Context: an optimization exercise on an open-source flow, tuned for a short achievable clock period and few clock cycles. The choices shown serve that exercise and are no tape-out recipe. RTL that was checked went through simulation tests only; none was proved equivalent to the original. No activity file was given, so power comes from the tool's default toggle rates.

rev 12:
==> flow/design.v (excerpt) <==
module TinyMIPS(clk, rst, data_fromRAM, wrEn, addr_toRAM, data_toRAM);
	input clk, rst;
	output reg wrEn;
	input [15:0] data_fromRAM;
	output reg [15:0] data_toRAM;
	output reg [7:0] addr_toRAM;
	reg [15:0] RF [7:0];
	reg [7:0] ar;            
	reg       afetch;        
	reg       wr;            
	reg [15:0] dr;           
	reg [7:0] pcf;           
	reg       fv, f_btb;
	reg [7:0] fpc;
	reg [1:0] qn;
	reg [15:0] q0i, q1i;
	reg [7:0] q0p, q1p;
	reg       q0t, q1t, q0b, q1b;
	reg       ev, e_ann;
	reg       e_alu, e_mul, e_ld, e_st, e_sh, e_beq, e_blt, e_bgt, e_pred, e_btb, e_off1, e_off2;
	reg [2:0] ed;
	reg [15:0] eA, eB, eC;
	reg [1:0] cA, cB, cC;    
	reg [1:0] tA, tB, tC;    
	reg [7:0] e_pc, e_pc1, e_pc2, e_tgt, e_tgt1;
	reg       skip_pend;
	reg       rv, mv, lv;
	reg [2:0] rd_, md, ldd;
	reg [15:0] res_r, mres_r, ld_r;
	reg       memv, wbv;
	reg [2:0] memd, wbd;
	reg       m2v;
	reg [2:0] m2d;
	reg       smc_r;
	reg [7:0] smc_pc, smc_pc1;
	reg [3:0] bv;
	reg [7:0] bpc0, bpc1, bpc2, bpc3, btg0, btg1, btg2, btg3, btp0, btp1, btp2, btp3;
	reg [1:0] bptr;
	reg       bi_r;
	reg [7:0] bi_pc, bi_tg, bi_tp;
	always @* begin
  ...
export LEC_CHECK = 0
export CAP_MARGIN = 20
export CORE_MARGIN = 2
export CORE_UTILIZATION = 40
export SETUP_SLACK_MARGIN = 4.3
export SLEW_MARGIN = 20
create_clock -name core_clock -period 7.0 [get_ports {clk}]
run.sh (not shown) runs the stock make flow with config.mk's settings and CLKGATE_MAP_FILE= SYNTH_SCRIPT=/design/flow/synth_recipe.tcl, a recipe that flattens the netlist after the stock synthesis.
No stage failed in rev 12, and the final checks on the layout all came back clean.
> inputs changed (rev 12 -> rev 13)
- changing SETUP_SLACK_MARGIN from 4.3 to 4.0
### Flow results
The setup slack of rev 13 is larger than that of rev 12. Worst hold slack after final layout: rev 12 and rev 13 compared, higher one is rev 13. Rev 13 and rev 12 ended up with roughly the same global placer's final weighted congestion. Relative to rev 12, rev 13 improves post-layout instance area. Rev 13 against rev 12: slew at the pin closest to its max-slew limit went down by 0.069 ns, total vias in the final route went down by about 1.6%, overall routing resource usage went down by 1.1 points.
Function was not checked in any run of this note: the RTL went through the layout flow alone.


## maple
Another version of the RTL of TinyMIPS (not shown whole).
For scale: about 4300 cells after synthesis, roughly 1000 flip-flops, about 43 I/O pins, about 51000 µm² of cells after synthesis.
Settings: LEC_CHECK=0, CAP_MARGIN=20, CORE_MARGIN=2, CORE_UTILIZATION=30, SETUP_SLACK_MARGIN=4.3, SLEW_MARGIN=20; clock period 7.0 ns.
Testbench counts of maple, summed over its fixed seeds: cycles 42,685.
The following lists how yarrow was set up differently from maple:
- CORE_UTILIZATION changed from 30 to 40
## What came out
Taking maple as the reference point, the count of clock-buffer cells in the layout of yarrow falls by 9.2%. Compared with maple, yarrow shows a standard cell core area that is 42000 µm² lower. Going from maple to yarrow, the final critical-path setup slack was found to have gone down by 0.038 ns. Number of buffers created by CTS is higher on yarrow. Cmp yarrow vs maple: share of layout cells above drive strength 1 lower in yarrow.
Here is what was changed in the inputs of sierra compared with yarrow.
- changing SETUP_SLACK_MARGIN from 4.3 to 4.5
Final cell area: sierra above yarrow. In the reports for yarrow and sierra, the larger wire length belongs to sierra. Compared with yarrow, sierra shows a clock network fraction of design power that is 1.6 points lower. sierra vs. yarrow: power share of the combinational group now sits higher, clock buffer and inverter area fraction after layout decreased 0.50 points.


Setup of the baseline:
Another version of the RTL of TinyMIPS (not shown whole).
Size: ~3900 cells after synthesis, ~520 flip-flops, roughly 36000 µm² of cells after synthesis.
==> flow/config.mk <==
export PLATFORM = sky130hd
export DESIGN_NAME = TinyMIPS
export DESIGN_NICKNAME = TinyMIPS
export VERILOG_FILES = /design/flow/design.v
export SDC_FILE = /design/flow/constraint.sdc
export NUM_CORES = 4
export LEC_CHECK = 0
export CAP_MARGIN = 20
export CORE_MARGIN = 2
export CORE_UTILIZATION = 40
export SETUP_SLACK_MARGIN = 4.5
export SLEW_MARGIN = 20
==> flow/constraint.sdc <==
create_clock -name core_clock -period 7.0 [get_ports {clk}]
set_input_delay 1.4000 -clock core_clock [delete_from_list [all_inputs] [get_ports {clk}]]
set_output_delay 1.4000 -clock core_clock [all_outputs]
set_load 0.01 [all_outputs]
The baseline: no failed stages, no open violations at the end
For the candidate, these inputs were changed with respect to the baseline:
Settings: changing SETUP_SLACK_MARGIN from 4.5 to 4.2.
Findings:
- In summary, the candidate completed successfully, with a layout that passed the timing, design-rule and antenna checks.
- Against the baseline, final routed wirelength across all metal layers in the candidate came out better.
- Summary — routed length on met2, the candidate relative to the baseline: lower, by 3.7%.
- When the final numbers for the candidate and the baseline were put side by side, the finished layout cell area turned out to be smaller in the candidate.
- Shortest period the worst path allows is higher on the candidate
Function was not checked in any run of this note: the RTL went through the layout flow alone.

==> separate check: timing with driven ports <==
No port has a modelled driver above. Below, the same layouts with a new extraction and two added sets of constraints. Step 1: set_driving_cell puts a clkbuf_16 on clk and a buf_2 on each other input, an assumption about the parent block. Step 2, shift: input delay + t, output delay - t, t = (earliest + latest rising clock arrival at the registers) / 2. This alone moves slack from input paths to output paths. a / b / c = no drivers / after step 1 / after step 2; a / b = the first two.
run	t (ns)	setup slack, ns	hold WS [ns]	clock arrival spread, ns	cell pins on the clock port's net
rev 12	0.724	2.686 / 2.686 / 2.686	0.334 / 0.334 / 0.334	0.040 / 0.041	1
rev 13	0.726	2.693 / 2.693 / 2.693	0.344 / 0.344 / 0.344	0.033 / 0.033	1
maple	0.803	3.658 / 3.661 / 2.901	0.328 / 0.328 / 0.328	0.086 / 0.086	1
yarrow	0.812	3.619 / 3.619 / 2.920	0.328 / 0.328 / 0.328	0.055 / 0.055	1
sierra	0.796	3.623 / 3.623 / 2.908	0.325 / 0.325 / 0.325	0.036 / 0.036	1
the baseline	0.706	3.175 / 3.175 / 2.819	0.369 / 0.369 / 0.369	0.027 / 0.027	1
the candidate	0.722	3.108 / 3.108 / 2.903	0.364 / 0.364 / 0.364	0.042 / 0.042	1
After both steps every run listed still meets setup and hold. The setup slack of maple, which loses most, moves by +0.003 ns with the drivers and by -0.757 ns with both steps.
